What follows belongs to an exercise in optimizing a design on an open flow for small area; a production flow would make more cautious choices.
In this exercise RTL edits were held to simulation tests only and were not proved equivalent to the original.
The flow treats the clock pin as an ideal source, which a real chip does not have.
Power figures rest on the tool's default switching activity, not on a simulated workload.

Setup of north:
==> flow/design.v (excerpt) <==
module sd_controller(
    output cs,
    output mosi,
    input miso,
    output sclk,
    input rd,
    output reg [7:0] dout,
    output reg byte_available,
    input wr,
    input [7:0] din,
    output reg ready_for_next_byte,
    input reset,
    output ready,
    input [31:0] address,
    input clk,
    output [4:0] status,
    output reg [7:0] recv_data
);
    localparam RST = 5'd0;
    localparam INIT = 5'd1;
    localparam CMD0 = 5'd2;
    localparam CMD8 = 5'd20;
    localparam CMD55 = 5'd3;
    localparam CMD41 = 5'd4;
    localparam POLL_CMD = 5'd5;
    localparam IDLE = 5'd6;
    localparam READ_BLOCK = 5'd7;
    localparam READ_BLOCK_WAIT = 5'd8;
    localparam READ_BLOCK_DATA = 5'd9;
    localparam READ_BLOCK_CRC = 5'd10;
    localparam SEND_CMD = 5'd11;
    localparam RECEIVE_BYTE_WAIT = 5'd12;
    localparam RECEIVE_BYTE = 5'd13;
    localparam WRITE_BLOCK_CMD = 5'd14;
    localparam WRITE_BLOCK_INIT = 5'd15;
    localparam WRITE_BLOCK_DATA = 5'd16;
  ...
Size in the first run: about 630 cells after synthesis, about 72 I/O pins, ~5400 sq um of cells after synthesis.
Settings: LEC_CHECK=0, CAP_MARGIN=20, CORE_MARGIN=2, CORE_UTILIZATION=40, SLEW_MARGIN=20; clock period 6.0 ns.
run.sh (not shown) runs the stock make flow with config.mk's settings and CLKGATE_MAP_FILE= SYNTH_SCRIPT=/design/flow/synth_recipe.tcl, a recipe that flattens the netlist after the stock synthesis.
north has completed all stages; timing, DRC and antenna checks passed.
Here is what was changed in the inputs of south compared with north.
==> flow/flow/run.sh (new file) <==
#!/bin/bash
# Standard ORFS layout with smaller port buffers and a lighter clock tree.
set -uo pipefail
export BUFFER_PORTS_ARGS="-buffer_cell sky130_fd_sc_hd__buf_1"
export CTS_ARGS="-sink_clustering_enable -repair_clock_nets -dont_use_dummy_load -buf_list sky130_fd_sc_hd__clkbuf_8 -sink_clustering_size 30 -sink_clustering_max_diameter 80"
bash standard.sh > standard.log 2>&1
==> flow/standard.sh (new file) <==
#!/bin/bash
# synth_recipe.tcl (not shown) runs the flow's synth.tcl, then flattens the netlist and writes it again
# the make line also repeats each setting of config.mk as NAME=value (left out here)
make -C /OpenROAD-flow-scripts/flow DESIGN_CONFIG=/design/flow/config.mk WORK_HOME=/design/flow/orfs CLKGATE_MAP_FILE= SYNTH_SCRIPT=/design/flow/synth_recipe.tcl "${@:-finish}"
removed: flow/run.sh
[summary]
Of south and north, the run reporting the higher fraction of area in registers was south. NOTE: final hold slack in south exceeds that of north. Instance area after placement, south and north: smaller value in south. Delta (south minus north): final weighted congestion in routability-driven placement shrank by 0.55%; post-cts repair resize count held steady; worst setup slack grew by 0.56 ns; fraction of power spent switching nets grew by 3.3 points; adder and majority gate portion of the synthesized area held steady. Sort south and north by power share of the clock group, descending, and north comes first.

---

Setup of blue:
The RTL this note starts from:
==> flow/design.v <==
module sd_controller(
    output cs,
    output mosi,
    input miso,
    output sclk,
    input rd,
    output reg [7:0] dout,
    output reg byte_available,
    input wr,
    input [7:0] din,
    output ready_for_next_byte,
    input reset,
    output ready,
    input [31:0] address,
    input clk,
    output [4:0] status,
    output reg [7:0] recv_data
);
    localparam RST = 5'd0;
    localparam INIT = 5'd1;
    localparam CMD0 = 5'd2;
    localparam CMD8 = 5'd20;
    localparam CMD55 = 5'd3;
    localparam CMD41 = 5'd4;
    localparam POLL_CMD = 5'd5;
    localparam IDLE = 5'd6;
    localparam READ_BLOCK = 5'd7;
    localparam READ_BLOCK_WAIT = 5'd8;
    localparam READ_BLOCK_DATA = 5'd9;
    localparam READ_BLOCK_CRC = 5'd10;
    localparam SEND_CMD = 5'd11;
    localparam RECEIVE_BYTE_WAIT = 5'd12;
    localparam RECEIVE_BYTE = 5'd13;
    localparam WRITE_BLOCK_CMD = 5'd14;
    localparam WRITE_BLOCK_INIT = 5'd15;
    localparam WRITE_BLOCK_DATA = 5'd16;
    localparam WRITE_BLOCK_BYTE = 5'd17;
    localparam WRITE_BLOCK_WAIT = 5'd18;
    reg [4:0] state;
    reg [3:0] ret_code;
    wire [4:0] return_state = {ret_code[3:2] == 2'b00 && ret_code[0] == 1'b0,
                               ret_code[3], ret_code[2] | (ret_code == 4'd0),
                               ret_code[1:0]};
    reg sclk_sig;
    reg [11:0] byte_counter;
    reg [2:0] bit_counter;
    wire [14:0] cnt = {byte_counter, bit_counter};
    assign argv = {cnt[14:6], arg};
    wire frame_end = (cnt[5:0] == 6'd0);
    reg [22:0] arg;
    wire [31:0] argv;
    reg [3:0] fast_div;
    assign status = state;
    assign sclk = sclk_sig;
    assign ready = (state == IDLE);
    assign cs = (state == RST) || (state == INIT);
    wire slow_mode = (state == RST) || (state == INIT) || (state == CMD0);
    wire tick_fast = (fast_div == 4'd0);
    wire clock_enable = tick_fast && (!slow_mode || state == RST || cnt[3:0] == 4'd0);
    wire cnt_step = tick_fast && (slow_mode || sclk_sig);
    wire [14:0] cnt_dec = cnt - 15'd1;
    wire bit_zero = (bit_counter == 3'd0);
    wire byte_zero = (byte_counter == 12'd0);
    wire cnt_zero = bit_zero && byte_zero;
    always @(posedge clk) begin
        if (reset) fast_div <= 4'd0;
        else fast_div <= fast_div + 4'd1;
    end
    reg cmd_bit;
    always @(*) begin
        cmd_bit = 1'b1;
        if (cnt[5:0] >= 6'd48) cmd_bit = 1'b1;
        else if (cnt[5:0] >= 6'd40) begin
            case (return_state)
                CMD8: cmd_bit = 8'h40 >> (cnt[5:0] - 6'd40);
                CMD55: cmd_bit = 8'h48 >> (cnt[5:0] - 6'd40);
                CMD41: cmd_bit = 8'h77 >> (cnt[5:0] - 6'd40);
                POLL_CMD: cmd_bit = 8'h69 >> (cnt[5:0] - 6'd40);
                READ_BLOCK_WAIT: cmd_bit = 8'h51 >> (cnt[5:0] - 6'd40);
                default: cmd_bit = 8'h58 >> (cnt[5:0] - 6'd40);
            endcase
        end else if (cnt[5:0] >= 6'd8) begin
            case (return_state)
                CMD8: cmd_bit = 1'b0;
                CMD55: cmd_bit = 32'h0000_01AA >> (cnt[5:0] - 6'd8);
                CMD41: cmd_bit = 1'b0;
                POLL_CMD: cmd_bit = 32'h4000_0000 >> (cnt[5:0] - 6'd8);
                default: cmd_bit = argv[cnt[4:0]];
            endcase
        end else begin
            case (return_state)
                CMD8: cmd_bit = 8'h95 >> bit_counter[2:0];
                CMD55: cmd_bit = 8'h87 >> bit_counter[2:0];
                CMD41: cmd_bit = 8'h01 >> bit_counter[2:0];
                POLL_CMD: cmd_bit = 8'h01 >> bit_counter[2:0];
                default: cmd_bit = 1'b1;
            endcase
        end
    end
    assign ready_for_next_byte =
        ((return_state == WRITE_BLOCK_INIT) &&
         (state == SEND_CMD || state == RECEIVE_BYTE_WAIT || state == RECEIVE_BYTE || state == WRITE_BLOCK_INIT)) ||
        ((state == WRITE_BLOCK_BYTE) && !(byte_counter == 12'd515 || byte_counter == 12'd2 || byte_counter == 12'd1));
    wire first_wr = (byte_counter == 12'd515);
    assign mosi = (state == SEND_CMD) ? cmd_bit :
                  (state == WRITE_BLOCK_BYTE) ? arg[bit_counter[2:0]] :
                  (state == WRITE_BLOCK_DATA) ? (first_wr | arg[0]) :
                  1'b1;
    always @(posedge clk) begin
        if (reset) begin
            state <= RST;
            {byte_counter, bit_counter} <= 15'd16000;
            byte_available <= 1'b0;
            dout <= 8'h00;
            recv_data <= 8'h00;
        end else begin
            if (cnt_step) {byte_counter, bit_counter} <= cnt_dec;
            if (clock_enable) begin
            case (state)
                RST: begin
                    if (cnt_zero) begin
                        sclk_sig <= 1'b0;
                        {byte_counter, bit_counter} <= 15'd2575;
                        state <= INIT;
                    end else begin
                        sclk_sig <= 1'b1;
                    end
                end
                INIT: begin
                    if (cnt_zero) begin
                        state <= CMD0;
                    end else begin
                        sclk_sig <= ~sclk_sig;
                    end
                end
                CMD0: begin
                    arg <= {address[14:0], address[31:24]};
                    {byte_counter, bit_counter} <= {address[23:15], 6'd55};
                    ret_code <= 4'd0;
                    state <= SEND_CMD;
                end
                CMD8: begin
                    arg <= {address[14:0], address[31:24]};
                    {byte_counter, bit_counter} <= {address[23:15], 6'd55};
                    ret_code <= CMD55[3:0];
                    state <= SEND_CMD;
                end
                CMD55: begin
                    arg <= {address[14:0], address[31:24]};
                    {byte_counter, bit_counter} <= {address[23:15], 6'd55};
                    ret_code <= CMD41[3:0];
                    state <= SEND_CMD;
                end
                CMD41: begin
                    arg <= {address[14:0], address[31:24]};
                    {byte_counter, bit_counter} <= {address[23:15], 6'd55};
                    ret_code <= POLL_CMD[3:0];
                    state <= SEND_CMD;
                end
                POLL_CMD: begin
                    if (recv_data[0] == 1'b0) state <= IDLE;
                    else state <= CMD55;
                end
                IDLE: begin
                    byte_available <= 1'b0;
                    if (rd) state <= READ_BLOCK;
                    else if (wr) state <= WRITE_BLOCK_CMD;
                end
                READ_BLOCK: begin
                    arg <= {address[14:0], address[31:24]};
                    {byte_counter, bit_counter} <= {address[23:15], 6'd55};
                    ret_code <= READ_BLOCK_WAIT[3:0];
                    state <= SEND_CMD;
                end
                READ_BLOCK_WAIT: begin
                    if (sclk_sig && !miso) begin
                        {byte_counter, bit_counter} <= {12'd512, 3'd7};
                        ret_code <= READ_BLOCK_DATA[3:0];
                        state <= RECEIVE_BYTE;
                    end else if (cnt_zero) begin
                        state <= IDLE;
                    end
                    sclk_sig <= ~sclk_sig;
                end
                READ_BLOCK_DATA: begin
                    dout <= recv_data;
                    byte_available <= 1'b1;
                    if (rd) begin
                        state <= RECEIVE_BYTE;
                        if (byte_zero) ret_code <= READ_BLOCK_CRC[3:0];
                        else ret_code <= READ_BLOCK_DATA[3:0];
                    end
                end
                READ_BLOCK_CRC: begin
                    ret_code <= IDLE[3:0];
                    state <= RECEIVE_BYTE;
                end
                SEND_CMD: begin
                    if (sclk_sig && frame_end) state <= RECEIVE_BYTE_WAIT;
                    sclk_sig <= ~sclk_sig;
                end
                RECEIVE_BYTE_WAIT: begin
                    if (sclk_sig && !miso) begin
                        recv_data <= 8'h00;
                        {byte_counter, bit_counter} <= (return_state == CMD55) ? 15'd38 : 15'd6;
                        state <= RECEIVE_BYTE;
                    end
                    sclk_sig <= ~sclk_sig;
                end
                RECEIVE_BYTE: begin
                    byte_available <= 1'b0;
                    if (sclk_sig) begin
                        recv_data <= {recv_data[6:0], miso};
                        if (bit_zero && (byte_zero || return_state != CMD55)) begin
                            state <= return_state;
                            if (return_state == READ_BLOCK_WAIT) begin
                                {byte_counter, bit_counter} <= 15'd32500;
                            end
                        end
                    end
                    sclk_sig <= ~sclk_sig;
                end
                WRITE_BLOCK_CMD: begin
                    arg <= {address[14:0], address[31:24]};
                    {byte_counter, bit_counter} <= {address[23:15], 6'd55};
                    ret_code <= WRITE_BLOCK_INIT[3:0];
                    state <= SEND_CMD;
                end
                WRITE_BLOCK_INIT: begin
                    byte_counter <= 12'd515;
                    state <= WRITE_BLOCK_DATA;
                end
                WRITE_BLOCK_DATA: begin
                    if (byte_zero) begin
                        state <= RECEIVE_BYTE_WAIT;
                        ret_code <= WRITE_BLOCK_WAIT[3:0];
                    end else begin
                        if (byte_counter == 12'd2 || byte_counter == 12'd1)
                            arg[7:0] <= 8'hFF;
                        else if (first_wr)
                            arg[7:0] <= 8'hFE;
                        else begin
                            arg[7:0] <= din;
                        end
                        state <= WRITE_BLOCK_BYTE;
                    end
                end
                WRITE_BLOCK_BYTE: begin
                    if (sclk_sig && bit_zero) begin
                        state <= WRITE_BLOCK_DATA;
                    end
                    sclk_sig <= ~sclk_sig;
                end
                WRITE_BLOCK_WAIT: begin
                    if (sclk_sig && miso) state <= IDLE;
                    sclk_sig <= ~sclk_sig;
                end
                default: begin
                    state <= 5'bx;
                end
            endcase
            end
        end
    end
endmodule
clock: 6.0 ns
lec_check: 0
cap_margin: 20
core_margin: 2
core_utilization: 40
slew_margin: 20
standard.sh (not shown) runs the stock make flow with config.mk's settings and CLKGATE_MAP_FILE= SYNTH_SCRIPT=/design/flow/synth_recipe.tcl, a recipe that flattens the netlist after the stock synthesis.
==> flow/flow/run.sh <==
#!/bin/bash
# Layout flow: the standard synthesis, then an area-oriented re-mapping of the
# combinational logic only (registers and their names untouched, each result
# proven equivalent to the standard netlist), then the standard ORFS layout
# with minimum-size port buffers, no CTS dummy loads and small clock buffers
# (upsized after CTS where a flip-flop clock pin would see too slow a slew).
set -uo pipefail
W=$(pwd)
R=$W/orfs/results/sky130hd/sd_controller/base
LIB=$FLOW_HOME/platforms/sky130hd/lib/sky130_fd_sc_hd__tt_025C_1v80.lib
export BUFFER_PORTS_ARGS="-buffer_cell sky130_fd_sc_hd__buf_1"
export CTS_ARGS="-sink_clustering_enable -repair_clock_nets -dont_use_dummy_load -buf_list sky130_fd_sc_hd__clkbuf_4"
export POST_CTS_TCL=$W/flow/post_cts.tcl

bash standard.sh synth > synth.log 2>&1 || exit 1

python3 flow/filt_lib.py $LIB flow/keep_cells.txt $W/comb.lib > filt.log 2>&1
cp $R/1_2_yosys.v $W/1_2_yosys.std.v
FFS=$(grep -oE "sky130_fd_sc_hd__(dfxtp|edfxtp|dfrtp|dfstp|sdfxtp|dfxbp|conb)_[0-9]+" $W/1_2_yosys.std.v | sort -u | tr '\n' ' ')

remap() {
  local k=$1
  cat > $W/resynth_$k.ys <<EOY
read_liberty -ignore_miss_func $LIB
read_verilog $W/1_2_yosys.std.v
hierarchy -top $FLOW_TOP
setattr -mod -set keep_hierarchy 1 $FFS
flatten
hierarchy -top $FLOW_TOP
delete $FFS
read_liberty -lib $LIB
hierarchy -top $FLOW_TOP
opt_clean -purge
abc -liberty $W/comb.lib -script $W/flow/$k.abc
opt_clean -purge
hilomap -singleton -hicell sky130_fd_sc_hd__conb_1 HI -locell sky130_fd_sc_hd__conb_1 LO
insbuf -buf sky130_fd_sc_hd__buf_4 A X
splitnets
opt_clean -purge
check -assert
tee -o $W/area_$k.txt stat -liberty $LIB
write_verilog -noattr -noexpr -nohex -nodec $W/1_2_yosys.$k.v
EOY
  # equivalence with the standard netlist, registers cut and paired by name
  cat > $W/equiv_$k.ys <<EOY
read_liberty -ignore_miss_func $LIB
read_verilog $W/1_2_yosys.std.v
rename $FLOW_TOP gold
read_verilog $W/1_2_yosys.$k.v
rename $FLOW_TOP gate
setattr -mod -set keep_hierarchy 1 $FFS
flatten gold gate
blackbox $FFS
rename -hide w:_*
rename -hide w:*.*
opt_clean -purge
equiv_make gold gate equiv
hierarchy -top equiv
equiv_simple
equiv_status -assert
EOY
  if yosys -s $W/resynth_$k.ys > $W/resynth_$k.log 2>&1 && yosys -s $W/equiv_$k.ys > $W/equiv_$k.log 2>&1; then
    awk '/Chip area/{print $NF}' $W/area_$k.txt > $W/ok_$k.txt
  fi
}
# three rounds of four re-mappings (one per CPU); the smallest proven one is used
for k in a b c d; do remap $k & done
wait
for k in e f g h; do remap $k & done
wait
for k in i j k l; do remap $k & done
wait
best=""; bestA=""
for k in a b c d e f g h i j k l; do
  [ -s $W/ok_$k.txt ] || continue
  a=$(cat $W/ok_$k.txt)
  if [ -z "$best" ] || awk -v a=$a -v b=$bestA 'BEGIN{exit !(a<b)}'; then best=$k; bestA=$a; fi
done
if [ -n "$best" ]; then
  cp $W/1_2_yosys.$best.v $R/1_2_yosys.v
  rm -f $R/1_synth.odb $R/1_synth.sdc
  echo "using re-mapped netlist $best (area $bestA)" > $W/resynth.status
else
  echo "re-mapping failed; using standard netlist" > $W/resynth.status
fi

bash standard.sh > standard.log 2>&1
==> flow/flow/i.abc <==
strash
&get -n
&deepsyn -T 20 -S 4
&put
dch -f
amap
mfs2
strash
dch -f
amap
topo
==> flow/flow/j.abc <==
strash
&get -n
&deepsyn -T 20 -S 5
&put
dch -f
amap
topo
==> flow/flow/k.abc <==
strash
&get -n
&deepsyn -T 20 -o -S 2
&put
dch -f
amap -m
topo
==> flow/flow/l.abc <==
strash
&get -n
&deepsyn -T 20 -S 6
&put
dch -f
amap
mfs2
strash
dch -f
amap
topo
==> flow/flow/post_cts.tcl <==
# After CTS (built from clkbuf_4): upsize to clkbuf_8 every clock buffer
# whose flip-flop clock pins would see a slew above the threshold (ns).
set thr 0.110
estimate_parasitics -placement
set worst [dict create]
foreach pin [get_pins -hierarchical */CLK] {
  set s [get_property $pin slew_max]
  set n [get_full_name [get_nets -of_objects $pin]]
  if {![dict exists $worst $n] || [dict get $worst $n] < $s} { dict set worst $n $s }
}
set block [ord::get_db_block]
set m8 [[ord::get_db] findMaster sky130_fd_sc_hd__clkbuf_8]
set up 0
foreach inst [$block getInsts] {
  if {[[$inst getMaster] getName] ne "sky130_fd_sc_hd__clkbuf_4"} { continue }
  set net [[$inst findITerm X] getNet]
  if {$net eq "NULL"} { continue }
  set n [$net getName]
  if {[dict exists $worst $n] && [dict get $worst $n] > $thr} {
    puts "post_cts: upsizing [$inst getName] (clock pin slew [dict get $worst $n])"
    $inst swapMaster $m8
    incr up
  }
}
puts "post_cts: upsized $up clock buffers"
if {$up > 0} {
  detailed_placement
  check_placement -verbose
  estimate_parasitics -placement
}
set mx 0
foreach pin [get_pins -hierarchical */CLK] { set s [get_property $pin slew_max]; if {$s > $mx} {set mx $s} }
puts "post_cts: max flip-flop clock pin slew $mx"
Other scripts of this flow, unchanged in this note and not shown: flow/flow/a.abc, flow/flow/b.abc, flow/flow/c.abc, flow/flow/d.abc, flow/flow/e.abc, flow/flow/f.abc, flow/flow/filt_lib.py, flow/flow/g.abc, flow/flow/h.abc, flow/flow/keep_cells.txt
Setup changes, blue to green
-- flow/flow/run.sh --
<<< blue, line 5
# with minimum-size port buffers, no CTS dummy loads and small clock buffers
# (upsized after CTS where a flip-flop clock pin would see too slow a slew).
>>> green, line 5
# with minimum-size port buffers and no CTS dummy loads.
<<< blue, line 12
export CTS_ARGS="-sink_clustering_enable -repair_clock_nets -dont_use_dummy_load -buf_list sky130_fd_sc_hd__clkbuf_4"
export POST_CTS_TCL=$W/flow/post_cts.tcl
>>> green, line 11
export CTS_ARGS="-sink_clustering_enable -repair_clock_nets -dont_use_dummy_load -buf_list sky130_fd_sc_hd__clkbuf_8 -sink_clustering_size 50 -sink_clustering_max_diameter 300"
<<< blue, line 66
# three rounds of four re-mappings (one per CPU); the smallest proven one is used
>>> green, line 64
# two rounds of four re-mappings (one per CPU); the smallest proven one is used
<<< blue, line 71
for k in i j k l; do remap $k & done
wait
>>> green, line 69
<<< blue, line 74
for k in a b c d e f g h i j k l; do
>>> green, line 70
for k in a b c d e f g h; do
removed: flow/flow/i.abc
removed: flow/flow/j.abc
removed: flow/flow/k.abc
removed: flow/flow/l.abc
removed: flow/flow/post_cts.tcl
### Flow results
Area added between synthesis and finish was lower in the run labelled blue. Worst setup slack, green and blue, lower one = blue. green: combinational power share 1.8 points below blue. The sequential share of layout area reported for green is smaller than that of blue by 0.53 points. In the flow results for green and blue, the power density over cell area is smaller on blue. Going from blue to green, tightest hold margin lost 0.0057 ns, global-route usage rose 0.16 points, sum of internal, switching and leakage power moved up.

-- static timing again, ports no longer ideal --
How much do the figures lean on ideal ports? The routed layouts below were timed once more, with nothing changed but the port constraints. Step 1 (the two cells are an assumption about what drives the block):
set clk [get_ports {clk}]
set_driving_cell -lib_cell sky130_fd_sc_hd__clkbuf_16 $clk
set_driving_cell -lib_cell sky130_fd_sc_hd__buf_2 [delete_from_list [all_inputs] $clk]
Step 2 also shifts input and output timing later by t, the mid clock arrival at the registers, as if the neighbouring blocks saw the same clock. Slacks: ideal ports / drivers / drivers and shift; pairs: ideal ports / drivers.
run | shift t [ns] | slack for setup (ns) | hold WS [ns]
north | 0.392 | 1.376 / 1.337 / 1.729 | 0.462 / 0.462 / 0.462
south | 0.403 | 1.937 / 1.900 / 2.301 | 0.468 / 0.468 / 0.468
blue | 0.433 | 1.820 / 1.789 / 1.917 | 0.441 / 0.441 / 0.441
green | 0.370 | 1.914 / 1.882 / 1.948 | 0.435 / 0.435 / 0.435
After both steps setup and hold are still met in every run listed.
